Source: an optimization exercise on an open RTL-to-GDS flow (aim: small area, a short achievable clock period and few clock cycles per item). Production flows keep margins and buffers that such runs may drop. In this exercise RTL edits were held to simulation tests only and were not proved equivalent to the original. No activity file was given, so power comes from the tool's default toggle rates.

<file path="flow/design.v">
module geofence (clk, reset, X, Y, valid, is_inside);
input clk;
input reset;
input [9:0] X;
input [9:0] Y;
output valid;
output is_inside;
reg [4:0] k;
reg [9:0] px, py;        
reg [11:0] ms, md;       
reg [21:0] q;            
reg [7:0] sg;            
reg [21:0] sa3, sb4;     
reg [21:0] r, l;         
reg [21:0] w, u;         
reg [7:0] occ;           
reg [7:0] vin, vout;     
reg k7;                  
reg vld, ins;            
reg sur;                 
reg line;                
wire xneg, xpos, yneg, ypos;
wire [9:0] xmag, ymag;
absd a_x (.a(X), .b(px), .neg(xneg), .pos(xpos), .mag(xmag));
absd a_y (.a(Y), .b(py), .neg(yneg), .pos(ypos), .mag(ymag));
wire uneg, unp, wneg, wnp;
sgn3 s_u (.a({2'b0, X}), .b({2'b0, Y}), .c(ms), .neg(uneg), .nonpos(unp));
sgn3 s_w (.a({2'b0, Y}), .b(~{2'b0, X}), .c(md), .neg(wneg), .nonpos(wnp));
wire upos = !unp;
wire wpos = !wnp;
wire [21:0] iq = {xneg, yneg, xmag, ymag};
always @(posedge clk) begin
    q <= iq;
    sg <= {xneg, xpos, yneg, ypos, uneg, upos, wneg, wpos};
end
always @(posedge clk) begin
    if (k == 5'd0) begin
        px <= X;
        py <= Y;
        ms <= 12'd0 - {2'b0, X} - {2'b0, Y};
        md <= {2'b0, X} - {2'b0, Y} + 12'd1;
    end
end
wire done = valid;
always @(posedge clk) begin
    if (reset || done)
        k <= 5'd0;
    else
        k <= k + 5'd1;
end
wire ld_r = k == 5'd2 || k == 5'd4 || k == 5'd7 || k == 5'd10 || k == 5'd13;
wire ld_l = k == 5'd5 || k == 5'd8 || k == 5'd11 || k == 5'd14;
reg upd, upd1;           
always @(posedge clk) begin
    upd <= !reset && !done && (k == 5'd3 || k == 5'd6 || k == 5'd9 || k == 5'd12 || k == 5'd15);
    upd1 <= !reset && !done && k == 5'd3;
end
always @(posedge clk) begin
    if (k == 5'd5)
        sa3 <= q;
    else if (k == 5'd7)
        sa3 <= q;
    if (k == 5'd6)
        sb4 <= q;
end
wire gxn = sg[7], gxp = sg[6], gyn = sg[5], gyp = sg[4];
wire gun = sg[3], gup = sg[2], gwn = sg[1], gwp = sg[0];
wire [7:0] cq = {gyn & !gun, !gxn & gun, gxn & !gwp, !gyp & gwp,
                 gyp & !gup, !gxp & gup, gxp & !gwn, !gyn & gwn};
always @(posedge clk) begin
    if (k == 5'd2)
        occ <= cq;
    else
        occ <= occ | cq;
end
wire [7:0] o = occ | cq;
wire [15:0] o2 = {o, o};
reg [7:0] succ, bad, tin, tout, fit;
integer c;
always @(*) begin
    for (c = 0; c < 8; c = c + 1)
        succ[c] = o2[c + 1 +: 3] != 3'd0;
    bad = o & ~succ;
end
wire [15:0] bad2 = {bad, bad};
always @(*) begin
    for (c = 0; c < 8; c = c + 1)
        fit[c] = o2[c + 4 +: 4] == 4'd0;
end
wire [15:0] fit2 = {fit, fit};
always @(*) begin
    for (c = 0; c < 8; c = c + 1) begin
        tin[c] = succ[c] && bad2[c + 1 +: 4] == 4'd0;
        tout[c] = fit2[c + 5 +: 4] != 4'd0;
    end
end
always @(posedge clk) begin
    vin <= tin;
    vout <= tin | tout;
    k7 <= !reset && !done && k == 5'd6;
end
wire wxs = w[21], wys = w[20], uxs = u[21], uys = u[20];
wire [9:0] wxm = w[19:10], wym = w[9:0], uxm = u[19:10], uym = u[9:0];
wire [20:0] ts, tc;
xtree tree (.wxm(wxm), .wym(wym), .uxm(uxm), .uym(uym), .s(ts), .c(tc));
reg [20:0] xs, xc;       
reg sa, sb, anz, bnz, opp;
always @(posedge clk) begin
    xs <= ts;
    xc <= tc;
    sa <= wxs ^ uys;
    sb <= wys ^ uxs;
    anz <= wxm != 10'd0 && uym != 10'd0;
    bnz <= wym != 10'd0 && uxm != 10'd0;
    opp <= (wxm != 10'd0 && uxm != 10'd0 && wxs != uxs) ||
           (wym != 10'd0 && uym != 10'd0 && wys != uys);
end
wire [20:0] cy = {1'b0, xs[19:0]} + {1'b0, xc[19:0]};
wire dneg = xs[20] ^ xc[20] ^ cy[20];
wire dz = (xs ^ xc) == {xs[19:0] | xc[19:0], 1'b0};
wire cn = (sa == sb) ? (sa ? !dneg && !dz : dneg) : (sa && (anz || bnz));
wire cp = (sa == sb) ? (sa ? dneg : !dneg && !dz) : (!sa && (anz || bnz));
reg crn, crp;            
always @(posedge clk) begin
    crn <= cn;
    crp <= cp;
end
wire rn = upd1 ? cn : crn;
wire rp = upd1 ? cp : crp;
reg [21:0] rnx, lnx;
reg surnx, linenx;
always @(*) begin
    rnx = r;
    lnx = l;
    surnx = sur;
    linenx = line;
    if (k == 5'd2) begin
        rnx = q;
        lnx = q;
        surnx = 1'b0;
        linenx = 1'b0;
    end else if (upd && !sur) begin
        if (line) begin
            linenx = 1'b0;
            if (rn) begin
                rnx = l;
                lnx = r;
            end
        end else if (rn && cp) begin
            surnx = 1'b1;
        end else if (!rn && cp) begin
            lnx = u;
        end else if (rn && !cp) begin
            rnx = u;
        end else if (!rn && !rp && !cn && !cp && opp) begin
            lnx = u;
            linenx = 1'b1;
        end
    end
end
always @(posedge clk) begin
    r <= rnx;
    l <= lnx;
    sur <= surnx;
    line <= linenx;
end
always @(posedge clk) begin
    if (ld_r)
        w <= rnx;
    else if (ld_l)
        w <= l;
    case (k)
    5'd2: u <= iq;
    5'd4: u <= q;
    5'd7: u <= sa3;
    5'd10: u <= sb4;
    5'd13: u <= sa3;
    default: ;
    endcase
end
wire q_valid = k7 && (cq & vout) != 8'd0;
wire q_in = k7 && (cq & vin) != 8'd0;
always @(posedge clk) begin
    if (reset || done) begin
        vld <= 1'b0;
        ins <= 1'b0;
    end else begin
        vld <= (k >= 5'd7 && surnx) || k == 5'd16;
        ins <= k >= 5'd7 && surnx;
    end
end
assign valid = vld || q_valid;
assign is_inside = ins || q_in;
endmodule
module sgn3 (a, b, c, neg, nonpos);
input [11:0] a, b, c;
output neg, nonpos;
wire [11:0] s = a ^ b ^ c;
wire [11:0] k = {(a[10:0] & b[10:0]) | (a[10:0] & c[10:0]) | (b[10:0] & c[10:0]), 1'b0};
wire [11:0] cy = {1'b0, s[10:0]} + {1'b0, k[10:0]};
assign neg = s[11] ^ k[11] ^ cy[11];
assign nonpos = neg || (s ^ k) == {s[10:0] | k[10:0], 1'b0};
endmodule
module absd (a, b, neg, pos, mag);
input [9:0] a, b;
output neg, pos;
output [9:0] mag;
wire [10:0] d = {1'b0, a} - {1'b0, b};
wire [10:0] n = {1'b0, b} - {1'b0, a};
assign neg = d[10];
assign pos = n[10];
assign mag = neg ? n[9:0] : d[9:0];
endmodule
module xtree (wxm, wym, uxm, uym, s, c);
input [9:0] wxm, wym, uxm, uym;
output [20:0] s, c;
wire t1 = (wxm[0] & uym[9]) ^ ~(wym[0] & uxm[9]) ^ (wxm[1] & uym[8]);
wire t2 = ((wxm[0] & uym[9]) & ~(wym[0] & uxm[9])) | ((wxm[0] & uym[9]) & (wxm[1] & uym[8])) | (~(wym[0] & uxm[9]) & (wxm[1] & uym[8]));
wire t3 = (wxm[1] & uym[9]) ^ ~(wym[1] & uxm[9]);
wire t4 = (wxm[1] & uym[9]) & ~(wym[1] & uxm[9]);
wire t5 = (wxm[0] & uym[6]) ^ ~(wym[0] & uxm[6]) ^ (wxm[1] & uym[5]);
wire t6 = ((wxm[0] & uym[6]) & ~(wym[0] & uxm[6])) | ((wxm[0] & uym[6]) & (wxm[1] & uym[5])) | (~(wym[0] & uxm[6]) & (wxm[1] & uym[5]));
wire t7 = (wxm[0] & uym[7]) ^ ~(wym[0] & uxm[7]) ^ (wxm[1] & uym[6]);
wire t8 = ((wxm[0] & uym[7]) & ~(wym[0] & uxm[7])) | ((wxm[0] & uym[7]) & (wxm[1] & uym[6])) | (~(wym[0] & uxm[7]) & (wxm[1] & uym[6]));
wire t9 = ~(wym[1] & uxm[6]) ^ (wxm[2] & uym[5]) ^ ~(wym[2] & uxm[5]);
wire t10 = (~(wym[1] & uxm[6]) & (wxm[2] & uym[5])) | (~(wym[1] & uxm[6]) & ~(wym[2] & uxm[5])) | ((wxm[2] & uym[5]) & ~(wym[2] & uxm[5]));
wire t11 = (wxm[3] & uym[4]) ^ ~(wym[3] & uxm[4]);
wire t12 = (wxm[3] & uym[4]) & ~(wym[3] & uxm[4]);
wire t13 = (wxm[0] & uym[8]) ^ ~(wym[0] & uxm[8]) ^ (wxm[1] & uym[7]);
wire t14 = ((wxm[0] & uym[8]) & ~(wym[0] & uxm[8])) | ((wxm[0] & uym[8]) & (wxm[1] & uym[7])) | (~(wym[0] & uxm[8]) & (wxm[1] & uym[7]));
wire t15 = ~(wym[1] & uxm[7]) ^ (wxm[2] & uym[6]) ^ ~(wym[2] & uxm[6]);
wire t16 = (~(wym[1] & uxm[7]) & (wxm[2] & uym[6])) | (~(wym[1] & uxm[7]) & ~(wym[2] & uxm[6])) | ((wxm[2] & uym[6]) & ~(wym[2] & uxm[6]));
wire t17 = (wxm[3] & uym[5]) ^ ~(wym[3] & uxm[5]) ^ (wxm[4] & uym[4]);
wire t18 = ((wxm[3] & uym[5]) & ~(wym[3] & uxm[5])) | ((wxm[3] & uym[5]) & (wxm[4] & uym[4])) | (~(wym[3] & uxm[5]) & (wxm[4] & uym[4]));
wire t19 = ~(wym[4] & uxm[4]) ^ (wxm[5] & uym[3]) ^ ~(wym[5] & uxm[3]);
wire t20 = (~(wym[4] & uxm[4]) & (wxm[5] & uym[3])) | (~(wym[4] & uxm[4]) & ~(wym[5] & uxm[3])) | ((wxm[5] & uym[3]) & ~(wym[5] & uxm[3]));
wire t21 = (wxm[6] & uym[2]) ^ ~(wym[6] & uxm[2]);
wire t22 = (wxm[6] & uym[2]) & ~(wym[6] & uxm[2]);
wire t23 = ~(wym[1] & uxm[8]) ^ (wxm[2] & uym[7]) ^ ~(wym[2] & uxm[7]);
wire t24 = (~(wym[1] & uxm[8]) & (wxm[2] & uym[7])) | (~(wym[1] & uxm[8]) & ~(wym[2] & uxm[7])) | ((wxm[2] & uym[7]) & ~(wym[2] & uxm[7]));
wire t25 = (wxm[3] & uym[6]) ^ ~(wym[3] & uxm[6]) ^ (wxm[4] & uym[5]);
wire t26 = ((wxm[3] & uym[6]) & ~(wym[3] & uxm[6])) | ((wxm[3] & uym[6]) & (wxm[4] & uym[5])) | (~(wym[3] & uxm[6]) & (wxm[4] & uym[5]));
wire t27 = ~(wym[4] & uxm[5]) ^ (wxm[5] & uym[4]) ^ ~(wym[5] & uxm[4]);
wire t28 = (~(wym[4] & uxm[5]) & (wxm[5] & uym[4])) | (~(wym[4] & uxm[5]) & ~(wym[5] & uxm[4])) | ((wxm[5] & uym[4]) & ~(wym[5] & uxm[4]));
wire t29 = (wxm[6] & uym[3]) ^ ~(wym[6] & uxm[3]) ^ (wxm[7] & uym[2]);
wire t30 = ((wxm[6] & uym[3]) & ~(wym[6] & uxm[3])) | ((wxm[6] & uym[3]) & (wxm[7] & uym[2])) | (~(wym[6] & uxm[3]) & (wxm[7] & uym[2]));
wire t31 = ~(wym[7] & uxm[2]) ^ (wxm[8] & uym[1]) ^ ~(wym[8] & uxm[1]);
wire t32 = (~(wym[7] & uxm[2]) & (wxm[8] & uym[1])) | (~(wym[7] & uxm[2]) & ~(wym[8] & uxm[1])) | ((wxm[8] & uym[1]) & ~(wym[8] & uxm[1]));
wire t33 = (wxm[9] & uym[0]) ^ ~(wym[9] & uxm[0]);
wire t34 = (wxm[9] & uym[0]) & ~(wym[9] & uxm[0]);
wire t35 = (wxm[2] & uym[8]) ^ ~(wym[2] & uxm[8]) ^ (wxm[3] & uym[7]);
wire t36 = ((wxm[2] & uym[8]) & ~(wym[2] & uxm[8])) | ((wxm[2] & uym[8]) & (wxm[3] & uym[7])) | (~(wym[2] & uxm[8]) & (wxm[3] & uym[7]));
wire t37 = ~(wym[3] & uxm[7]) ^ (wxm[4] & uym[6]) ^ ~(wym[4] & uxm[6]);
wire t38 = (~(wym[3] & uxm[7]) & (wxm[4] & uym[6])) | (~(wym[3] & uxm[7]) & ~(wym[4] & uxm[6])) | ((wxm[4] & uym[6]) & ~(wym[4] & uxm[6]));
wire t39 = (wxm[5] & uym[5]) ^ ~(wym[5] & uxm[5]) ^ (wxm[6] & uym[4]);
wire t40 = ((wxm[5] & uym[5]) & ~(wym[5] & uxm[5])) | ((wxm[5] & uym[5]) & (wxm[6] & uym[4])) | (~(wym[5] & uxm[5]) & (wxm[6] & uym[4]));
wire t41 = ~(wym[6] & uxm[4]) ^ (wxm[7] & uym[3]) ^ ~(wym[7] & uxm[3]);
wire t42 = (~(wym[6] & uxm[4]) & (wxm[7] & uym[3])) | (~(wym[6] & uxm[4]) & ~(wym[7] & uxm[3])) | ((wxm[7] & uym[3]) & ~(wym[7] & uxm[3]));
wire t43 = (wxm[8] & uym[2]) ^ ~(wym[8] & uxm[2]) ^ (wxm[9] & uym[1]);
wire t44 = ((wxm[8] & uym[2]) & ~(wym[8] & uxm[2])) | ((wxm[8] & uym[2]) & (wxm[9] & uym[1])) | (~(wym[8] & uxm[2]) & (wxm[9] & uym[1]));
wire t45 = ~(wym[9] & uxm[1]) ^ 1'b1 ^ t2;
wire t46 = (~(wym[9] & uxm[1]) & 1'b1) | (~(wym[9] & uxm[1]) & t2) | (1'b1 & t2);
wire t47 = (wxm[2] & uym[9]) ^ ~(wym[2] & uxm[9]) ^ (wxm[3] & uym[8]);
wire t48 = ((wxm[2] & uym[9]) & ~(wym[2] & uxm[9])) | ((wxm[2] & uym[9]) & (wxm[3] & uym[8])) | (~(wym[2] & uxm[9]) & (wxm[3] & uym[8]));
wire t49 = ~(wym[3] & uxm[8]) ^ (wxm[4] & uym[7]) ^ ~(wym[4] & uxm[7]);
wire t50 = (~(wym[3] & uxm[8]) & (wxm[4] & uym[7])) | (~(wym[3] & uxm[8]) & ~(wym[4] & uxm[7])) | ((wxm[4] & uym[7]) & ~(wym[4] & uxm[7]));
wire t51 = (wxm[5] & uym[6]) ^ ~(wym[5] & uxm[6]) ^ (wxm[6] & uym[5]);
wire t52 = ((wxm[5] & uym[6]) & ~(wym[5] & uxm[6])) | ((wxm[5] & uym[6]) & (wxm[6] & uym[5])) | (~(wym[5] & uxm[6]) & (wxm[6] & uym[5]));
wire t53 = ~(wym[6] & uxm[5]) ^ (wxm[7] & uym[4]) ^ ~(wym[7] & uxm[4]);
wire t54 = (~(wym[6] & uxm[5]) & (wxm[7] & uym[4])) | (~(wym[6] & uxm[5]) & ~(wym[7] & uxm[4])) | ((wxm[7] & uym[4]) & ~(wym[7] & uxm[4]));
wire t55 = (wxm[8] & uym[3]) ^ ~(wym[8] & uxm[3]) ^ (wxm[9] & uym[2]);
wire t56 = ((wxm[8] & uym[3]) & ~(wym[8] & uxm[3])) | ((wxm[8] & uym[3]) & (wxm[9] & uym[2])) | (~(wym[8] & uxm[3]) & (wxm[9] & uym[2]));
wire t57 = (wxm[3] & uym[9]) ^ ~(wym[3] & uxm[9]) ^ (wxm[4] & uym[8]);
wire t58 = ((wxm[3] & uym[9]) & ~(wym[3] & uxm[9])) | ((wxm[3] & uym[9]) & (wxm[4] & uym[8])) | (~(wym[3] & uxm[9]) & (wxm[4] & uym[8]));
wire t59 = ~(wym[4] & uxm[8]) ^ (wxm[5] & uym[7]) ^ ~(wym[5] & uxm[7]);
wire t60 = (~(wym[4] & uxm[8]) & (wxm[5] & uym[7])) | (~(wym[4] & uxm[8]) & ~(wym[5] & uxm[7])) | ((wxm[5] & uym[7]) & ~(wym[5] & uxm[7]));
wire t61 = (wxm[6] & uym[6]) ^ ~(wym[6] & uxm[6]) ^ (wxm[7] & uym[5]);
wire t62 = ((wxm[6] & uym[6]) & ~(wym[6] & uxm[6])) | ((wxm[6] & uym[6]) & (wxm[7] & uym[5])) | (~(wym[6] & uxm[6]) & (wxm[7] & uym[5]));
wire t63 = (wxm[4] & uym[9]) ^ ~(wym[4] & uxm[9]) ^ (wxm[5] & uym[8]);
wire t64 = ((wxm[4] & uym[9]) & ~(wym[4] & uxm[9])) | ((wxm[4] & uym[9]) & (wxm[5] & uym[8])) | (~(wym[4] & uxm[9]) & (wxm[5] & uym[8]));
wire t65 = (wxm[0] & uym[4]) ^ ~(wym[0] & uxm[4]) ^ (wxm[1] & uym[3]);
wire t66 = ((wxm[0] & uym[4]) & ~(wym[0] & uxm[4])) | ((wxm[0] & uym[4]) & (wxm[1] & uym[3])) | (~(wym[0] & uxm[4]) & (wxm[1] & uym[3]));
wire t67 = (wxm[0] & uym[5]) ^ ~(wym[0] & uxm[5]) ^ (wxm[1] & uym[4]);
wire t68 = ((wxm[0] & uym[5]) & ~(wym[0] & uxm[5])) | ((wxm[0] & uym[5]) & (wxm[1] & uym[4])) | (~(wym[0] & uxm[5]) & (wxm[1] & uym[4]));
wire t69 = ~(wym[1] & uxm[4]) ^ (wxm[2] & uym[3]) ^ ~(wym[2] & uxm[3]);
wire t70 = (~(wym[1] & uxm[4]) & (wxm[2] & uym[3])) | (~(wym[1] & uxm[4]) & ~(wym[2] & uxm[3])) | ((wxm[2] & uym[3]) & ~(wym[2] & uxm[3]));
wire t71 = (wxm[3] & uym[2]) ^ ~(wym[3] & uxm[2]);
wire t72 = (wxm[3] & uym[2]) & ~(wym[3] & uxm[2]);
wire t73 = ~(wym[1] & uxm[5]) ^ (wxm[2] & uym[4]) ^ ~(wym[2] & uxm[4]);
wire t74 = (~(wym[1] & uxm[5]) & (wxm[2] & uym[4])) | (~(wym[1] & uxm[5]) & ~(wym[2] & uxm[4])) | ((wxm[2] & uym[4]) & ~(wym[2] & uxm[4]));
wire t75 = (wxm[3] & uym[3]) ^ ~(wym[3] & uxm[3]) ^ (wxm[4] & uym[2]);
wire t76 = ((wxm[3] & uym[3]) & ~(wym[3] & uxm[3])) | ((wxm[3] & uym[3]) & (wxm[4] & uym[2])) | (~(wym[3] & uxm[3]) & (wxm[4] & uym[2]));
wire t77 = ~(wym[4] & uxm[2]) ^ (wxm[5] & uym[1]) ^ ~(wym[5] & uxm[1]);
wire t78 = (~(wym[4] & uxm[2]) & (wxm[5] & uym[1])) | (~(wym[4] & uxm[2]) & ~(wym[5] & uxm[1])) | ((wxm[5] & uym[1]) & ~(wym[5] & uxm[1]));
wire t79 = (wxm[6] & uym[0]) ^ ~(wym[6] & uxm[0]);
wire t80 = (wxm[6] & uym[0]) & ~(wym[6] & uxm[0]);
wire t81 = (wxm[4] & uym[3]) ^ ~(wym[4] & uxm[3]) ^ (wxm[5] & uym[2]);
wire t82 = ((wxm[4] & uym[3]) & ~(wym[4] & uxm[3])) | ((wxm[4] & uym[3]) & (wxm[5] & uym[2])) | (~(wym[4] & uxm[3]) & (wxm[5] & uym[2]));
wire t83 = ~(wym[5] & uxm[2]) ^ (wxm[6] & uym[1]) ^ ~(wym[6] & uxm[1]);
wire t84 = (~(wym[5] & uxm[2]) & (wxm[6] & uym[1])) | (~(wym[5] & uxm[2]) & ~(wym[6] & uxm[1])) | ((wxm[6] & uym[1]) & ~(wym[6] & uxm[1]));
wire t85 = (wxm[7] & uym[0]) ^ ~(wym[7] & uxm[0]) ^ 1'b1;
wire t86 = ((wxm[7] & uym[0]) & ~(wym[7] & uxm[0])) | ((wxm[7] & uym[0]) & 1'b1) | (~(wym[7] & uxm[0]) & 1'b1);
wire t87 = t6 ^ t7 ^ t9;
wire t88 = (t6 & t7) | (t6 & t9) | (t7 & t9);
wire t89 = (wxm[7] & uym[1]) ^ ~(wym[7] & uxm[1]) ^ (wxm[8] & uym[0]);
wire t90 = ((wxm[7] & uym[1]) & ~(wym[7] & uxm[1])) | ((wxm[7] & uym[1]) & (wxm[8] & uym[0])) | (~(wym[7] & uxm[1]) & (wxm[8] & uym[0]));
wire t91 = ~(wym[8] & uxm[0]) ^ 1'b1 ^ t8;
wire t92 = (~(wym[8] & uxm[0]) & 1'b1) | (~(wym[8] & uxm[0]) & t8) | (1'b1 & t8);
wire t93 = t10 ^ t12 ^ t13;
wire t94 = (t10 & t12) | (t10 & t13) | (t12 & t13);
wire t95 = t15 ^ t17 ^ t19;
wire t96 = (t15 & t17) | (t15 & t19) | (t17 & t19);
wire t97 = 1'b1 ^ t1 ^ t14;
wire t98 = (1'b1 & t1) | (1'b1 & t14) | (t1 & t14);
wire t99 = t16 ^ t18 ^ t20;
wire t100 = (t16 & t18) | (t16 & t20) | (t18 & t20);
wire t101 = t22 ^ t23 ^ t25;
wire t102 = (t22 & t23) | (t22 & t25) | (t23 & t25);
wire t103 = t27 ^ t29 ^ t31;
wire t104 = (t27 & t29) | (t27 & t31) | (t29 & t31);
wire t105 = t3 ^ t24 ^ t26;
wire t106 = (t3 & t24) | (t3 & t26) | (t24 & t26);
wire t107 = t28 ^ t30 ^ t32;
wire t108 = (t28 & t30) | (t28 & t32) | (t30 & t32);
wire t109 = t34 ^ t35 ^ t37;
wire t110 = (t34 & t35) | (t34 & t37) | (t35 & t37);
wire t111 = t39 ^ t41 ^ t43;
wire t112 = (t39 & t41) | (t39 & t43) | (t41 & t43);
wire t113 = ~(wym[9] & uxm[2]) ^ t4 ^ t36;
wire t114 = (~(wym[9] & uxm[2]) & t4) | (~(wym[9] & uxm[2]) & t36) | (t4 & t36);
wire t115 = t38 ^ t40 ^ t42;
wire t116 = (t38 & t40) | (t38 & t42) | (t40 & t42);
wire t117 = t44 ^ t46 ^ t47;
wire t118 = (t44 & t46) | (t44 & t47) | (t46 & t47);
wire t119 = t49 ^ t51 ^ t53;
wire t120 = (t49 & t51) | (t49 & t53) | (t51 & t53);
wire t121 = ~(wym[7] & uxm[5]) ^ (wxm[8] & uym[4]) ^ ~(wym[8] & uxm[4]);
wire t122 = (~(wym[7] & uxm[5]) & (wxm[8] & uym[4])) | (~(wym[7] & uxm[5]) & ~(wym[8] & uxm[4])) | ((wxm[8] & uym[4]) & ~(wym[8] & uxm[4]));
wire t123 = (wxm[9] & uym[3]) ^ ~(wym[9] & uxm[3]) ^ t48;
wire t124 = ((wxm[9] & uym[3]) & ~(wym[9] & uxm[3])) | ((wxm[9] & uym[3]) & t48) | (~(wym[9] & uxm[3]) & t48);
wire t125 = t50 ^ t52 ^ t54;
wire t126 = (t50 & t52) | (t50 & t54) | (t52 & t54);
wire t127 = t56 ^ t57 ^ t59;
wire t128 = (t56 & t57) | (t56 & t59) | (t57 & t59);
wire t129 = ~(wym[5] & uxm[8]) ^ (wxm[6] & uym[7]) ^ ~(wym[6] & uxm[7]);
wire t130 = (~(wym[5] & uxm[8]) & (wxm[6] & uym[7])) | (~(wym[5] & uxm[8]) & ~(wym[6] & uxm[7])) | ((wxm[6] & uym[7]) & ~(wym[6] & uxm[7]));
wire t131 = (wxm[7] & uym[6]) ^ ~(wym[7] & uxm[6]) ^ (wxm[8] & uym[5]);
wire t132 = ((wxm[7] & uym[6]) & ~(wym[7] & uxm[6])) | ((wxm[7] & uym[6]) & (wxm[8] & uym[5])) | (~(wym[7] & uxm[6]) & (wxm[8] & uym[5]));
wire t133 = ~(wym[8] & uxm[5]) ^ (wxm[9] & uym[4]) ^ ~(wym[9] & uxm[4]);
wire t134 = (~(wym[8] & uxm[5]) & (wxm[9] & uym[4])) | (~(wym[8] & uxm[5]) & ~(wym[9] & uxm[4])) | ((wxm[9] & uym[4]) & ~(wym[9] & uxm[4]));
wire t135 = t58 ^ t60 ^ t62;
wire t136 = (t58 & t60) | (t58 & t62) | (t60 & t62);
wire t137 = (wxm[5] & uym[9]) ^ ~(wym[5] & uxm[9]) ^ (wxm[6] & uym[8]);
wire t138 = ((wxm[5] & uym[9]) & ~(wym[5] & uxm[9])) | ((wxm[5] & uym[9]) & (wxm[6] & uym[8])) | (~(wym[5] & uxm[9]) & (wxm[6] & uym[8]));
wire t139 = ~(wym[6] & uxm[8]) ^ (wxm[7] & uym[7]) ^ ~(wym[7] & uxm[7]);
wire t140 = (~(wym[6] & uxm[8]) & (wxm[7] & uym[7])) | (~(wym[6] & uxm[8]) & ~(wym[7] & uxm[7])) | ((wxm[7] & uym[7]) & ~(wym[7] & uxm[7]));
wire t141 = (wxm[8] & uym[6]) ^ ~(wym[8] & uxm[6]) ^ (wxm[9] & uym[5]);
wire t142 = ((wxm[8] & uym[6]) & ~(wym[8] & uxm[6])) | ((wxm[8] & uym[6]) & (wxm[9] & uym[5])) | (~(wym[8] & uxm[6]) & (wxm[9] & uym[5]));
wire t143 = (wxm[6] & uym[9]) ^ ~(wym[6] & uxm[9]) ^ (wxm[7] & uym[8]);
wire t144 = ((wxm[6] & uym[9]) & ~(wym[6] & uxm[9])) | ((wxm[6] & uym[9]) & (wxm[7] & uym[8])) | (~(wym[6] & uxm[9]) & (wxm[7] & uym[8]));
wire t145 = (wxm[0] & uym[2]) ^ ~(wym[0] & uxm[2]);
wire t146 = (wxm[0] & uym[2]) & ~(wym[0] & uxm[2]);
wire t147 = (wxm[0] & uym[3]) ^ ~(wym[0] & uxm[3]) ^ (wxm[1] & uym[2]);
wire t148 = ((wxm[0] & uym[3]) & ~(wym[0] & uxm[3])) | ((wxm[0] & uym[3]) & (wxm[1] & uym[2])) | (~(wym[0] & uxm[3]) & (wxm[1] & uym[2]));
wire t149 = ~(wym[1] & uxm[2]) ^ (wxm[2] & uym[1]) ^ ~(wym[2] & uxm[1]);
wire t150 = (~(wym[1] & uxm[2]) & (wxm[2] & uym[1])) | (~(wym[1] & uxm[2]) & ~(wym[2] & uxm[1])) | ((wxm[2] & uym[1]) & ~(wym[2] & uxm[1]));
wire t151 = ~(wym[1] & uxm[3]) ^ (wxm[2] & uym[2]) ^ ~(wym[2] & uxm[2]);
wire t152 = (~(wym[1] & uxm[3]) & (wxm[2] & uym[2])) | (~(wym[1] & uxm[3]) & ~(wym[2] & uxm[2])) | ((wxm[2] & uym[2]) & ~(wym[2] & uxm[2]));
wire t153 = (wxm[3] & uym[1]) ^ ~(wym[3] & uxm[1]) ^ (wxm[4] & uym[0]);
wire t154 = ((wxm[3] & uym[1]) & ~(wym[3] & uxm[1])) | ((wxm[3] & uym[1]) & (wxm[4] & uym[0])) | (~(wym[3] & uxm[1]) & (wxm[4] & uym[0]));
wire t155 = ~(wym[4] & uxm[0]) ^ 1'b1;
wire t156 = ~(wym[4] & uxm[0]) & 1'b1;
wire t157 = (wxm[4] & uym[1]) ^ ~(wym[4] & uxm[1]) ^ (wxm[5] & uym[0]);
wire t158 = ((wxm[4] & uym[1]) & ~(wym[4] & uxm[1])) | ((wxm[4] & uym[1]) & (wxm[5] & uym[0])) | (~(wym[4] & uxm[1]) & (wxm[5] & uym[0]));
wire t159 = ~(wym[5] & uxm[0]) ^ 1'b1 ^ t66;
wire t160 = (~(wym[5] & uxm[0]) & 1'b1) | (~(wym[5] & uxm[0]) & t66) | (1'b1 & t66);
wire t161 = t67 ^ t69 ^ t71;
wire t162 = (t67 & t69) | (t67 & t71) | (t69 & t71);
wire t163 = 1'b1 ^ t5 ^ t68;
wire t164 = (1'b1 & t5) | (1'b1 & t68) | (t5 & t68);
wire t165 = t70 ^ t72 ^ t73;
wire t166 = (t70 & t72) | (t70 & t73) | (t72 & t73);
wire t167 = t75 ^ t77 ^ t79;
wire t168 = (t75 & t77) | (t75 & t79) | (t77 & t79);
wire t169 = t11 ^ t74 ^ t76;
wire t170 = (t11 & t74) | (t11 & t76) | (t74 & t76);
wire t171 = t78 ^ t80 ^ t81;
wire t172 = (t78 & t80) | (t78 & t81) | (t80 & t81);
wire t173 = t83 ^ t85 ^ t87;
wire t174 = (t83 & t85) | (t83 & t87) | (t85 & t87);
wire t175 = t21 ^ t82 ^ t84;
wire t176 = (t21 & t82) | (t21 & t84) | (t82 & t84);
wire t177 = t86 ^ t88 ^ t89;
wire t178 = (t86 & t88) | (t86 & t89) | (t88 & t89);
wire t179 = t91 ^ t93 ^ t95;
wire t180 = (t91 & t93) | (t91 & t95) | (t93 & t95);
wire t181 = t33 ^ t90 ^ t92;
wire t182 = (t33 & t90) | (t33 & t92) | (t90 & t92);
wire t183 = t94 ^ t96 ^ t97;
wire t184 = (t94 & t96) | (t94 & t97) | (t96 & t97);
wire t185 = t99 ^ t101 ^ t103;
wire t186 = (t99 & t101) | (t99 & t103) | (t101 & t103);
wire t187 = t45 ^ t98 ^ t100;
wire t188 = (t45 & t98) | (t45 & t100) | (t98 & t100);
wire t189 = t102 ^ t104 ^ t105;
wire t190 = (t102 & t104) | (t102 & t105) | (t104 & t105);
wire t191 = t107 ^ t109 ^ t111;
wire t192 = (t107 & t109) | (t107 & t111) | (t109 & t111);
wire t193 = t55 ^ t106 ^ t108;
wire t194 = (t55 & t106) | (t55 & t108) | (t106 & t108);
wire t195 = t110 ^ t112 ^ t113;
wire t196 = (t110 & t112) | (t110 & t113) | (t112 & t113);
wire t197 = t115 ^ t117 ^ t119;
wire t198 = (t115 & t117) | (t115 & t119) | (t117 & t119);
wire t199 = t61 ^ t114 ^ t116;
wire t200 = (t61 & t114) | (t61 & t116) | (t114 & t116);
wire t201 = t118 ^ t120 ^ t121;
wire t202 = (t118 & t120) | (t118 & t121) | (t120 & t121);
wire t203 = t123 ^ t125 ^ t127;
wire t204 = (t123 & t125) | (t123 & t127) | (t125 & t127);
wire t205 = t63 ^ t122 ^ t124;
wire t206 = (t63 & t122) | (t63 & t124) | (t122 & t124);
wire t207 = t126 ^ t128 ^ t129;
wire t208 = (t126 & t128) | (t126 & t129) | (t128 & t129);
wire t209 = t131 ^ t133 ^ t135;
wire t210 = (t131 & t133) | (t131 & t135) | (t133 & t135);
wire t211 = ~(wym[9] & uxm[5]) ^ t64 ^ t130;
wire t212 = (~(wym[9] & uxm[5]) & t64) | (~(wym[9] & uxm[5]) & t130) | (t64 & t130);
wire t213 = t132 ^ t134 ^ t136;
wire t214 = (t132 & t134) | (t132 & t136) | (t134 & t136);
wire t215 = t137 ^ t139 ^ t141;
wire t216 = (t137 & t139) | (t137 & t141) | (t139 & t141);
wire t217 = ~(wym[7] & uxm[8]) ^ (wxm[8] & uym[7]) ^ ~(wym[8] & uxm[7]);
wire t218 = (~(wym[7] & uxm[8]) & (wxm[8] & uym[7])) | (~(wym[7] & uxm[8]) & ~(wym[8] & uxm[7])) | ((wxm[8] & uym[7]) & ~(wym[8] & uxm[7]));
wire t219 = (wxm[9] & uym[6]) ^ ~(wym[9] & uxm[6]) ^ t138;
wire t220 = ((wxm[9] & uym[6]) & ~(wym[9] & uxm[6])) | ((wxm[9] & uym[6]) & t138) | (~(wym[9] & uxm[6]) & t138);
wire t221 = t140 ^ t142 ^ t143;
wire t222 = (t140 & t142) | (t140 & t143) | (t142 & t143);
wire t223 = (wxm[7] & uym[9]) ^ ~(wym[7] & uxm[9]) ^ (wxm[8] & uym[8]);
wire t224 = ((wxm[7] & uym[9]) & ~(wym[7] & uxm[9])) | ((wxm[7] & uym[9]) & (wxm[8] & uym[8])) | (~(wym[7] & uxm[9]) & (wxm[8] & uym[8]));
wire t225 = ~(wym[8] & uxm[8]) ^ (wxm[9] & uym[7]) ^ ~(wym[9] & uxm[7]);
wire t226 = (~(wym[8] & uxm[8]) & (wxm[9] & uym[7])) | (~(wym[8] & uxm[8]) & ~(wym[9] & uxm[7])) | ((wxm[9] & uym[7]) & ~(wym[9] & uxm[7]));
wire t227 = (wxm[0] & uym[1]) ^ ~(wym[0] & uxm[1]);
wire t228 = (wxm[0] & uym[1]) & ~(wym[0] & uxm[1]);
wire t229 = (wxm[1] & uym[1]) ^ ~(wym[1] & uxm[1]) ^ (wxm[2] & uym[0]);
wire t230 = ((wxm[1] & uym[1]) & ~(wym[1] & uxm[1])) | ((wxm[1] & uym[1]) & (wxm[2] & uym[0])) | (~(wym[1] & uxm[1]) & (wxm[2] & uym[0]));
wire t231 = ~(wym[2] & uxm[0]) ^ 1'b1;
wire t232 = ~(wym[2] & uxm[0]) & 1'b1;
wire t233 = (wxm[3] & uym[0]) ^ ~(wym[3] & uxm[0]) ^ 1'b1;
wire t234 = ((wxm[3] & uym[0]) & ~(wym[3] & uxm[0])) | ((wxm[3] & uym[0]) & 1'b1) | (~(wym[3] & uxm[0]) & 1'b1);
wire t235 = t146 ^ t147 ^ t149;
wire t236 = (t146 & t147) | (t146 & t149) | (t147 & t149);
wire t237 = t65 ^ t148 ^ t150;
wire t238 = (t65 & t148) | (t65 & t150) | (t148 & t150);
wire t239 = t151 ^ t153 ^ t155;
wire t240 = (t151 & t153) | (t151 & t155) | (t153 & t155);
wire t241 = t152 ^ t154 ^ t156;
wire t242 = (t152 & t154) | (t152 & t156) | (t154 & t156);
wire t243 = t157 ^ t159 ^ t161;
wire t244 = (t157 & t159) | (t157 & t161) | (t159 & t161);
wire t245 = t158 ^ t160 ^ t162;
wire t246 = (t158 & t160) | (t158 & t162) | (t160 & t162);
wire t247 = t163 ^ t165 ^ t167;
wire t248 = (t163 & t165) | (t163 & t167) | (t165 & t167);
wire t249 = t164 ^ t166 ^ t168;
wire t250 = (t164 & t166) | (t164 & t168) | (t166 & t168);
wire t251 = t169 ^ t171 ^ t173;
wire t252 = (t169 & t171) | (t169 & t173) | (t171 & t173);
wire t253 = t170 ^ t172 ^ t174;
wire t254 = (t170 & t172) | (t170 & t174) | (t172 & t174);
wire t255 = t175 ^ t177 ^ t179;
wire t256 = (t175 & t177) | (t175 & t179) | (t177 & t179);
wire t257 = t176 ^ t178 ^ t180;
wire t258 = (t176 & t178) | (t176 & t180) | (t178 & t180);
wire t259 = t181 ^ t183 ^ t185;
wire t260 = (t181 & t183) | (t181 & t185) | (t183 & t185);
wire t261 = t182 ^ t184 ^ t186;
wire t262 = (t182 & t184) | (t182 & t186) | (t184 & t186);
wire t263 = t187 ^ t189 ^ t191;
wire t264 = (t187 & t189) | (t187 & t191) | (t189 & t191);
wire t265 = t188 ^ t190 ^ t192;
wire t266 = (t188 & t190) | (t188 & t192) | (t190 & t192);
wire t267 = t193 ^ t195 ^ t197;
wire t268 = (t193 & t195) | (t193 & t197) | (t195 & t197);
wire t269 = t194 ^ t196 ^ t198;
wire t270 = (t194 & t196) | (t194 & t198) | (t196 & t198);
wire t271 = t199 ^ t201 ^ t203;
wire t272 = (t199 & t201) | (t199 & t203) | (t201 & t203);
wire t273 = t200 ^ t202 ^ t204;
wire t274 = (t200 & t202) | (t200 & t204) | (t202 & t204);
wire t275 = t205 ^ t207 ^ t209;
wire t276 = (t205 & t207) | (t205 & t209) | (t207 & t209);
wire t277 = t206 ^ t208 ^ t210;
wire t278 = (t206 & t208) | (t206 & t210) | (t208 & t210);
wire t279 = t211 ^ t213 ^ t215;
wire t280 = (t211 & t213) | (t211 & t215) | (t213 & t215);
wire t281 = t212 ^ t214 ^ t216;
wire t282 = (t212 & t214) | (t212 & t216) | (t214 & t216);
wire t283 = t217 ^ t219 ^ t221;
wire t284 = (t217 & t219) | (t217 & t221) | (t219 & t221);
wire t285 = t144 ^ t218 ^ t220;
wire t286 = (t144 & t218) | (t144 & t220) | (t218 & t220);
wire t287 = t222 ^ t223 ^ t225;
wire t288 = (t222 & t223) | (t222 & t225) | (t223 & t225);
wire t289 = (wxm[8] & uym[9]) ^ ~(wym[8] & uxm[9]) ^ (wxm[9] & uym[8]);
wire t290 = ((wxm[8] & uym[9]) & ~(wym[8] & uxm[9])) | ((wxm[8] & uym[9]) & (wxm[9] & uym[8])) | (~(wym[8] & uxm[9]) & (wxm[9] & uym[8]));
wire t291 = ~(wym[9] & uxm[8]) ^ t224 ^ t226;
wire t292 = (~(wym[9] & uxm[8]) & t224) | (~(wym[9] & uxm[8]) & t226) | (t224 & t226);
wire t293 = (wxm[1] & uym[0]) ^ ~(wym[1] & uxm[0]);
wire t294 = (wxm[1] & uym[0]) & ~(wym[1] & uxm[0]);
wire t295 = t145 ^ t228 ^ t229;
wire t296 = (t145 & t228) | (t145 & t229) | (t228 & t229);
wire t297 = t230 ^ t232 ^ t233;
wire t298 = (t230 & t232) | (t230 & t233) | (t232 & t233);
wire t299 = t234 ^ t236 ^ t237;
wire t300 = (t234 & t236) | (t234 & t237) | (t236 & t237);
wire t301 = t238 ^ t240 ^ t241;
wire t302 = (t238 & t240) | (t238 & t241) | (t240 & t241);
wire t303 = t242 ^ t244 ^ t245;
wire t304 = (t242 & t244) | (t242 & t245) | (t244 & t245);
wire t305 = t246 ^ t248 ^ t249;
wire t306 = (t246 & t248) | (t246 & t249) | (t248 & t249);
wire t307 = t250 ^ t252 ^ t253;
wire t308 = (t250 & t252) | (t250 & t253) | (t252 & t253);
wire t309 = t254 ^ t256 ^ t257;
wire t310 = (t254 & t256) | (t254 & t257) | (t256 & t257);
wire t311 = t258 ^ t260 ^ t261;
wire t312 = (t258 & t260) | (t258 & t261) | (t260 & t261);
wire t313 = t262 ^ t264 ^ t265;
wire t314 = (t262 & t264) | (t262 & t265) | (t264 & t265);
wire t315 = t266 ^ t268 ^ t269;
wire t316 = (t266 & t268) | (t266 & t269) | (t268 & t269);
wire t317 = t270 ^ t272 ^ t273;
wire t318 = (t270 & t272) | (t270 & t273) | (t272 & t273);
wire t319 = t274 ^ t276 ^ t277;
wire t320 = (t274 & t276) | (t274 & t277) | (t276 & t277);
wire t321 = t278 ^ t280 ^ t281;
wire t322 = (t278 & t280) | (t278 & t281) | (t280 & t281);
wire t323 = t282 ^ t284 ^ t285;
wire t324 = (t282 & t284) | (t282 & t285) | (t284 & t285);
wire t325 = t286 ^ t288 ^ t289;
wire t326 = (t286 & t288) | (t286 & t289) | (t288 & t289);
wire t327 = (wxm[9] & uym[9]) ^ ~(wym[9] & uxm[9]) ^ t290;
wire t328 = ((wxm[9] & uym[9]) & ~(wym[9] & uxm[9])) | ((wxm[9] & uym[9]) & t290) | (~(wym[9] & uxm[9]) & t290);
wire t329 = (wxm[0] & uym[0]) ^ ~(wym[0] & uxm[0]);
wire t330 = (wxm[0] & uym[0]) & ~(wym[0] & uxm[0]);
wire t331 = 1'b1 ^ t227 ^ t293;
wire t332 = (1'b1 & t227) | (1'b1 & t293) | (t227 & t293);
wire t333 = t231 ^ t294 ^ t295;
wire t334 = (t231 & t294) | (t231 & t295) | (t294 & t295);
wire t335 = t235 ^ t296 ^ t297;
wire t336 = (t235 & t296) | (t235 & t297) | (t296 & t297);
wire t337 = t239 ^ t298 ^ t299;
wire t338 = (t239 & t298) | (t239 & t299) | (t298 & t299);
wire t339 = t243 ^ t300 ^ t301;
wire t340 = (t243 & t300) | (t243 & t301) | (t300 & t301);
wire t341 = t247 ^ t302 ^ t303;
wire t342 = (t247 & t302) | (t247 & t303) | (t302 & t303);
wire t343 = t251 ^ t304 ^ t305;
wire t344 = (t251 & t304) | (t251 & t305) | (t304 & t305);
wire t345 = t255 ^ t306 ^ t307;
wire t346 = (t255 & t306) | (t255 & t307) | (t306 & t307);
wire t347 = t259 ^ t308 ^ t309;
wire t348 = (t259 & t308) | (t259 & t309) | (t308 & t309);
wire t349 = t263 ^ t310 ^ t311;
wire t350 = (t263 & t310) | (t263 & t311) | (t310 & t311);
wire t351 = t267 ^ t312 ^ t313;
wire t352 = (t267 & t312) | (t267 & t313) | (t312 & t313);
wire t353 = t271 ^ t314 ^ t315;
wire t354 = (t271 & t314) | (t271 & t315) | (t314 & t315);
wire t355 = t275 ^ t316 ^ t317;
wire t356 = (t275 & t316) | (t275 & t317) | (t316 & t317);
wire t357 = t279 ^ t318 ^ t319;
wire t358 = (t279 & t318) | (t279 & t319) | (t318 & t319);
wire t359 = t283 ^ t320 ^ t321;
wire t360 = (t283 & t320) | (t283 & t321) | (t320 & t321);
wire t361 = t287 ^ t322 ^ t323;
wire t362 = (t287 & t322) | (t287 & t323) | (t322 & t323);
wire t363 = t291 ^ t324 ^ t325;
wire t364 = (t291 & t324) | (t291 & t325) | (t324 & t325);
wire t365 = t292 ^ t326 ^ t327;
wire t366 = (t292 & t326) | (t292 & t327) | (t326 & t327);
assign s[0] = 1'b1;
assign c[0] = t329;
assign s[1] = t330;
assign c[1] = t331;
assign s[2] = t332;
assign c[2] = t333;
assign s[3] = t334;
assign c[3] = t335;
assign s[4] = t336;
assign c[4] = t337;
assign s[5] = t338;
assign c[5] = t339;
assign s[6] = t340;
assign c[6] = t341;
assign s[7] = t342;
assign c[7] = t343;
assign s[8] = t344;
assign c[8] = t345;
assign s[9] = t346;
assign c[9] = t347;
assign s[10] = t348;
assign c[10] = t349;
assign s[11] = t350;
assign c[11] = t351;
assign s[12] = t352;
assign c[12] = t353;
assign s[13] = t354;
assign c[13] = t355;
assign s[14] = t356;
assign c[14] = t357;
assign s[15] = t358;
assign c[15] = t359;
assign s[16] = t360;
assign c[16] = t361;
assign s[17] = t362;
assign c[17] = t363;
assign s[18] = t364;
assign c[18] = t365;
assign s[19] = t328;
assign c[19] = t366;
assign s[20] = 1'b1;
assign c[20] = 1'b0;
endmodule
</file>
<file path="flow/flow/run.sh">
#!/bin/bash
# Standard layout, with timing repair aiming for a period of about 4.3 ns
# (setup margin 7.2 ns at the design's 11.5 ns clock).
set -euo pipefail
bash standard.sh SETUP_SLACK_MARGIN=7.2 finish > flow.log 2>&1
</file>
<file path="flow/standard.sh">
#!/bin/bash
# synth_recipe.tcl (not shown) runs the flow's synth.tcl, then flattens the netlist and writes it again
# the make line also repeats each setting of config.mk as NAME=value (left out here)
make -C /OpenROAD-flow-scripts/flow DESIGN_CONFIG=/design/flow/config.mk WORK_HOME=/design/flow/orfs CLKGATE_MAP_FILE= SYNTH_SCRIPT=/design/flow/synth_recipe.tcl "${@:-finish}"
</file>
<file path="flow/config.mk">
export PLATFORM = sky130hd
export DESIGN_NAME = geofence
export DESIGN_NICKNAME = geofence
export VERILOG_FILES = /design/flow/design.v
export SDC_FILE = /design/flow/constraint.sdc
export NUM_CORES = 4
export LEC_CHECK = 0
export CAP_MARGIN = 20
export CORE_MARGIN = 2
export CORE_UTILIZATION = 35
export SLEW_MARGIN = 20
export SYNTH_HIERARCHICAL = 1
export SYNTH_MINIMUM_KEEP_SIZE = 0
</file>
<file path="flow/constraint.sdc">
create_clock -name core_clock -period 11.5 [get_ports {clk}]
set_input_delay 2.3000 -clock core_clock [delete_from_list [all_inputs] [get_ports {clk}]]
set_output_delay 2.3000 -clock core_clock [all_outputs]
set_load 0.01 [all_outputs]
</file>
==> impl_metrics.tcl, run 1 <==
set metrics [dict create \
    post-dp-hpwl_um 40760 \
    grt_first_pass_wirelength_um 92730 \
    ctsRootBufferMaster "clkbuf_16" \
    vias 16540 \
    drive_gt1_share_pct 11.82 \
    fp-row-count 92 \
    yosys_most_used_dff "edfxtp_1" \
    timing.critical_path.fanout_max 4 \
    setup_ws_ns 7.231 \
    cts_tree "done" \
    die-area_mm2 0.06616 \
    static-leakage-power_nw 10.73 \
    post_drt_via_cell_ratio 5.215 \
    worst_skew_pair.late_latency_ns 0.57 \
    global_route.usage.met1_pct 21.63 \
    largest_buffer_count_on_any_clock_path 3 \
    post_synth.cell_area_avg_um2 9.805 \
    gr_met2_demand_resource_pct 30.32 \
    timing.slew.headroom_pct 24.74 \
    fp.coreArea_mm2 0.06320 \
    maxSlewViolCount 0 \
    setup-tns-final_ns 0 \
    yosys_warnings 7 \
    detailedPlace.worstSlack_ns 5.851 \
    antenna_violations_before_repair 0 \
    cts_max_level 2 \
    cap_viol_max_count 0 \
    most_heavily_used_metal_layer_in_global_routing "met2" \
    post-route-drc-count 0 \
    timing_worst_slew_pin_value_ns 1.129 \
    groute.usage.overall_pct 17.54 \
    clock_sink_count 289 \
    routed_wirelength_um 58200 \
    period_needed_ns 4.269 \
    via_count_of_the_first_global_routing_pass 17290 \
    asyncSetResetFlopFracSynth_pct 0 \
    floorplan.initialDensity_pct 35.51 \
    drt-wirelength-per-cell_um 18.35 \
    synth-edff-count 154 \
    route.antenna.remaining_nets 0 \
    mappedNetlistArea_mm2 0.02244 \
    synth_seq_area_share_pct 32.65 \
    rsz_0062_raised_after_global_routing "yes" \
    final_gp_congestion 0.8666 \
    post_synth_num_cell_types 74 \
    global_route.usage.met3_pct 2.926 \
    ctsHoldBuffers 0 \
    grt_max_degree 98 \
    fmax_mhz 234.3 \
    antenna-diode-count 0 \
    cts-buffers-inserted 34 \
    synth_seq_cells 289 \
    cp.required_ns 11.83 \
    die_width_um 257.2 \
    dieHeight_um 257.2 \
    fin_worst_skew_ns 0.01880 \
    pwr_density_cell_mw_per_mm2 239.6 \
    final_min_period_over_clock_period_pct 37.12 \
    holdCritPathClass "flop to flop" \
    input_output_buffers 23 \
    detail_route.iter0.violations 1436 \
    dr.pass1.iters 6 \
    worstSetupEndpointType "flop" \
    hold_viol 0 \
    ir_worst_vdd_mv 0.1336 \
    floorplan.io_pins 24 \
    setup_viol_count_final 0 \
    areaGrowthSynthToFinish_pct 12.72 \
    run_status "finished clean" \
    num-nets-final 2677 \
    synth_cells 2289 \
    reg_clk_slew_reported_paths_ns 0.06 \
    timing_worst_setup_path_type "primary input to flop" \
    crit_path_start_kind "primary input" \
    critPathArrivalTime_ns 4.60 \
    remaining_global_route_overflow 0 \
]
[final timing paths]
check	startpoint	endpoint	slack, ns	cells after the start
max	X[0]	md[11]	7.23	15
min	occ[3]	occ[3]	0.48	1
max reg2reg	u[16]	xc[10]	7.30	11
min reg2reg	occ[3]	occ[3]	0.48	1
[Yosys cell counts, types with 5 or more instances]
master	count	share of area, %
inv_1	345	5.8
fa_1	191	17
nand2_1	188	3.1
ha_1	164	9.1
edfxtp_1	154	21
dfxtp_1	135	12
and2_1	121	3.4
a21oi_1	118	2.6
nor2_1	99	1.7
o21ai_0	80	1.8
xnor2_1	65	2.5
buf_4	63	2.1
a31oi_1	49	1.4
clkbuf_1	49	0.82
mux2i_1	37	1.7
nand4_1	36	1.0
nand3_1	35	0.78
xor2_1	29	1.1
a32oi_1	23	0.90
o22ai_1	23	0.64
nor4_1	22	0.61
a21o_1	21	0.70
a222oi_1	20	0.89
and3_1	19	0.53
nor3_1	17	0.38
nor2b_1	16	0.45
buf_6	13	0.65
a22oi_1	12	0.40
o21ai_1	12	0.27
a211oi_1	11	0.37
or2_2	11	0.31
buf_2	10	0.22
o21a_1	7	0.23
o21bai_1	6	0.20
a211o_1	5	0.20
nand2b_1	5	0.14
o211a_1	5	0.22
[sequential cells by signal (all words and copies together) (netlist names), 8 cells and up]
signal  flops
w          22
sa3        22
q          21
r          22
ms         12
px         10
xc         21
u          22
py         10
md         12
xs         21
occ         8
sb4        22
vin         8
l          22
vout        8
[Yosys stat by module, one instance, submodules excluded]
module | flops+latches | cell area (um^2)
xtree | 0 | 5618
geofence | 289 | 13330
absd | 0 | 909.6
sgn3 | 0 | 835.8
[stage by stage]
step | utilization [%] | power [mW] | instances | area (um^2) | hold slack (ns)
floorplan | - | 4.887 | 2296 | 22600 | 0.4421
global placement | 36.68 | 4.732 | 3039 | 23180 | 0.4557
detailed placement | 36.68 | 4.859 | 3039 | 23180 | 0.4648
CTS | 39.11 | 6.061 | 3127 | 24720 | 0.4841
global route | 40.03 | 6.639 | 3172 | 25300 | 0.5010
finish | 40.03 | 6.062 | 3172 | 25300 | 0.4815
[what timing repair did]
item                       4_1_cts  5_1_grt
resized for setup              110       60
pin swaps                       17       28
cloned                           1        0
setup buffers                   25       45
setup endpoints to repair      126       76
[layout make-up]
cell class	count	area, um^2
Multi-Input combinational cell	1520	13410
Timing Repair Buffer	110	1006
Fill cell	6115	37900
Sequential cell	289	7340
Tap cell	846	1059
Clock buffer	51	996.0
Clock inverter	11	151.4
Inverter	345	1339
[cell usage in the layout (no fill, tap or decap), drive strengths merged, types with 6 or more instances in the layout]
cell and n:
a21oi 120, o21bai 8, o21a 7, o22ai 23, clkbuf 55, and3 19, xnor2 67, a21o 21
clkdlybuf4s15 6, and2 121, a22oi 12, dfxtp 135, nor4 23, edfxtp 154, o21ai 92, a31oi 49
mux2i 37, nor2 101, nor2b 16, nand3 35, nand2 188, xor2 29, nor3 19, a32oi 23
a211oi 11, a222oi 20, buf 95, conb 11, ha 164, inv 347, nand4 36, or2 12
fa 191
[per-layer routing]
| layer | part of all wire, % | vias to the layer above |
|---|---|---|
| met5 | 0 | - |
| met4 | 3.3 | 0 |
| met3 | 6.4 | 138 |
| met2 | 49 | 583 |
| met1 | 41 | 8165 |
| li1 | - | 7655 |
[critical path, cell delays in order]
cell,delay [ns]
buf_6,0.10
buf_12,0.14
inv_16,0.06
ha_4,0.14
inv_4,0.04
fa_2,0.38
a21o_1,0.17
a21oi_2,0.18
o21bai_1,0.11
a21oi_2,0.20
o21bai_1,0.11
a21oi_2,0.19
xnor2_2,0.16
nand3_2,0.11
o21ba_4,0.20
[cell families (layout without fill, tap and decap cells)]
family                   after synthesis  count (layout)  share of synthesized area (%)
AND/OR/NAND/NOR                      593             593                          13.31
buffers and inverters                488             517                          9.728
AO/OA/AOI/OAI                        425             426                          12.47
adder cells (fa/ha/maj)              355             355                          26.18
flip-flops                           289             289                          32.65
XOR/XNOR                              96              96                          3.813
multiplexers                          39              39                          1.784
other                                  4              11                        0.06688
[power breakdown]
| part | internal, mW | switching [mW] | leakage [nW] |
|---|---|---|---|
| Clock | 0.653 | 0.467 | 0.552 |
| Sequential | 1.46 | 0.238 | 2.56 |
| Combinational | 1.37 | 1.87 | 7.61 |
Testbench counts, summed over its fixed seeds: cycles 15,151, items 1,600.
==> inputs of run 2 (changes only) <==
--- a/flow/config.mk
+++ b/flow/config.mk
@@ -7,7 +7,7 @@
 export LEC_CHECK = 0
 export CAP_MARGIN = 20
 export CORE_MARGIN = 2
-export CORE_UTILIZATION = 35
+export CORE_UTILIZATION = 45
 export SLEW_MARGIN = 20
 export SYNTH_HIERARCHICAL = 1
 export SYNTH_MINIMUM_KEEP_SIZE = 0
==> run 2 against run 1 <==
  * Global-route usage rose by 4.4 points
  * Clock-buffer cell count increased by 4
  * Maximum frequency decreased by 1.5%
  * Cell area decreased by 0.84%
  * Critical path type unchanged
  * Worst hold slack got worse by 0.0051 ns
  * Non-clock buffer count decreased by 2
  * Clock skew increased by 0.0055 ns
  * Power decreased by 0.28%
  * Final cell count shrank 5.6%
  * Die area decreased by 22%
  * Still clean on timing, DRC and antenna
  * Synthesized cell count did not move
  * Clock power grew 4%
==> impl_metrics.tcl, run 2 <==
set metrics [dict create \
    fp.coreArea_mm2 0.04905 \
    post_synth.cell_area_avg_um2 9.805 \
    hold_viol 0 \
    groute.usage.overall_pct 21.92 \
    timing_worst_slew_pin_value_ns 1.060 \
    dr.pass1.iters 6 \
    setup_ws_ns 7.168 \
    reg_clk_slew_reported_paths_ns 0.06 \
    post-synth-top-area-cell "edfxtp_1" \
    setup-tns-final_ns 0 \
    final_min_period_over_clock_period_pct 37.67 \
    fmax_mhz 230.8 \
    route.antenna.remaining_nets 0 \
    synth_cells 2289 \
    rsz_0062_raised_after_global_routing "yes" \
    die_width_um 227.3 \
    timing.slew.headroom_pct 29.32 \
    drt-wirelength-per-cell_um 18.66 \
    crit_path_start_kind "primary input" \
    remaining_global_route_overflow 0 \
    cts_tree "done" \
    cp.required_ns 11.82 \
    ff2ff_path_depth 10 \
    floorplan.io_pins 24 \
    worst_path_most_repeated_cell "a21oi_2" \
    run_status "finished clean" \
    post_synth_num_cell_types 74 \
    cts_max_level 2 \
    vias 16380 \
    final_common_cell "inv_1" \
    num-nets-final 2679 \
    final_cell_area_mm2 0.02509 \
    via_count_of_the_first_global_routing_pass 16920 \
    ctsRootBufferMaster "clkbuf_16" \
    hold_slack_ns 0.4764 \
    setup_viol_count_final 0 \
    pwr_density_cell_mw_per_mm2 241.0 \
    floorplan.initialDensity_pct 45.75 \
    post-dp-hpwl_um 39350 \
    worst_skew_pair.late_latency_ns 0.57 \
    synth_seq_area_share_pct 32.65 \
    antenna_violations_before_repair 0 \
    clock_sink_count 289 \
    period_needed_ns 4.332 \
    synth-edff-count 154 \
    synth.cells.most_frequent "inv_1, fa_1, nand2_1, ha_1, edfxtp_1" \
    antenna-diode-count 0 \
    reg2reg_slack_ns 7.33 \
    fp-row-count 81 \
    die-area_mm2 0.05167 \
    holdCritPathClass "flop to flop" \
    critical_path.reg2reg.endpoint "xc[11]" \
    critPathArrivalTime_ns 4.65 \
    grt_first_pass_wirelength_um 88930 \
    asyncSetResetFlopFracSynth_pct 0 \
    ctsHoldBuffers 0 \
    yosys_most_used_dff "edfxtp_1" \
    post-route-drc-count 0 \
    timing.critical_path.slowest_cell_delay_ns 0.37 \
    timing.critical_path.fanout_max 4 \
    routed_wirelength_um 55860 \
    placedInstanceArea_mm2 0.02293 \
    final_gp_congestion 0.8875 \
    static-leakage-power_nw 10.76 \
    min_from "occ[7]" \
    final_cell_mix "inv_1, nand2_1, fa_1, edfxtp_1, ha_1" \
    drive_gt1_share_pct 12.02 \
    synth_top_cells_by_area "edfxtp_1, fa_1, dfxtp_1" \
    mappedNetlistArea_mm2 0.02244 \
    crit_start "X[0]" \
    post_drt_via_cell_ratio 5.472 \
    areaGrowthSynthToFinish_pct 11.77 \
    grt_max_degree 98 \
    input_output_buffers 23 \
    largest_buffer_count_on_any_clock_path 3 \
    p_total_mw 6.045 \
    maxSlewViolCount 0 \
    worstPathCellList "buf_6 -> buf_12 -> inv_16 -> ha_4 -> inv_4 -> fa_2 -> a21o_1 -> a21oi_2 -> o21bai_1 -> a21oi_2 -> o21bai_1 -> a21oi_2 -> xnor2_2 -> nand3_2 -> o21ba_4" \
    regToRegStartpoint "w[14]" \
    critPathCapture "md[11]" \
    fin_worst_skew_ns 0.02431 \
    cts-buffers-inserted 36 \
    synth_seq_cells 289 \
    cap_viol_max_count 0 \
    worstSetupEndpointType "flop" \
    synth.top_cell.area_share_pct 20.61 \
    dieHeight_um 227.3 \
    yosys_warnings 7 \
    ir_worst_vdd_mv 0.1289 \
    timing_worst_setup_path_type "primary input to flop" \
    detail_route.iter0.violations 1122 \
    count_leader_synth "inv_1" \
    detailedPlace.worstSlack_ns 5.865 \
    worst_path_max_delay_cell "fa_2" \
]
## run 2: cell types whose count changed in the layout (fill, tap and decap cells not counted), moves of 3 or more
cell / before / now
buf_12: 13 / 8
clkbuf_16: 35 / 39
clkinv_2: 2 / 6
mux2i_1: 34 / 37
mux2i_2: 3 / 0
## run 2: cells by family (layout without fill, tap and decap cells)
logic type	Yosys count	in the layout	synth area share (%)
adder cells (fa/ha/maj)	355	355	26.18
AND/OR/NAND/NOR	593	595	13.31
multiplexers	39	39	1.784
XOR/XNOR	96	96	3.813
flip-flops	289	289	32.65
buffers and inverters	488	519	9.728
other	4	11	0.06688
AO/OA/AOI/OAI	425	426	12.47
## run 2: modules after synthesis, one instance, submodules excluded
module    times used  cells inside  flip-flops and latches  area, um^2
geofence           1          1255                     289       13330
absd               2           121                       0       909.6
sgn3               2            95                       0       835.8
xtree              1           602                       0        5618
## run 2: what timing repair did
item | 4_1_cts | 5_1_grt
hold endpoints to repair | 0 | 0
cloned | 1 | 2
pin swaps | 15 | 30
endpoints found under the setup margin | 127 | 67
gates resized for setup | 105 | 62
setup buffers | 18 | 52
## run 2: worst min path at each step
stage	endpoint	slack [ns]	cells past startpoint
final	occ[7]	0.48	1
after global routing	sa	0.50	1
after CTS	occ[3]	0.48	1
after detailed placement	occ[5]	0.46	1
after global placement	occ[3]	0.46	1
after floorplan	occ[3]	0.44	1
## run 2: where the power goes
| part | internal [mW] | switching [mW] | total (mW) |
|---|---|---|---|
| Clock | 0.704 | 0.464 | 1.17 |
| Combinational | 1.35 | 1.84 | 3.19 |
| Sequential | 1.46 | 0.235 | 1.69 |
## run 2: layout make-up
class	instances	area (um^2)
clock buffer	55	1086
clock inverter	11	137.6
fill	4534	23970
inverter	345	1339
multi-input combinational	1522	13400
sequential	289	7340
tap	664	830.8
timing repair buffer	108	948.4
## run 2: stage by stage
step | instances | util [%]
2_1_floorplan | 2296 | -
3_3_place_gp | 2854 | 46.74
3_5_place_dp | 2854 | 46.74
4_1_cts | 2939 | 49.84
5_1_grt | 2994 | 51.14
6_report | 2994 | 51.14
## run 2: per-layer routing
layer  up-vias  share of wire [%]  GRT usage, %
li1       7676                  -             -
met1      8026                 42         27.15
met2       563                 49         38.67
met3       119                6.0         2.878
met4         0                3.3         8.792
met5         -                  0             0
## run 2: worst max-delay path: cells and delay by family
| family | cells | cell delay (ns) |
|---|---|---|
| adders and majority gates | 2 | 0.50 |
| AOI/OAI and AO/OA | 7 | 1.22 |
| and+or+nand+nor | 1 | 0.12 |
| buffers and inverters | 4 | 0.33 |
| xor gates and xnor gates | 1 | 0.17 |

[afterwards: timing with drivers on the ports]
How much do the figures lean on ideal ports? The routed layouts below were timed once more, with nothing changed but the port constraints. Step 1 assumes that a clkbuf_16 drives the clock port and a buf_2 every other input. Step 2, shift: input delay + t, output delay - t, t = (earliest + latest rising clock arrival at the registers) / 2. This alone moves slack from input paths to output paths. Slacks: ideal ports / drivers / drivers and shift; pairs: ideal ports / drivers.
| run | t, ns | setup WS [ns] | slew at the worst register clock pin (ns) |
|---|---|---|---|
| run 1 | 0.627 | 7.231 / 7.243 / 6.629 | 0.07 / 0.07 |
| run 2 | 0.613 | 7.168 / 7.190 / 6.578 | 0.06 / 0.06 |
After both steps setup and hold are still met in every run listed. For run 1, which loses most, drivers alone change the setup slack by +0.012 ns; drivers and shift together by -0.602 ns.
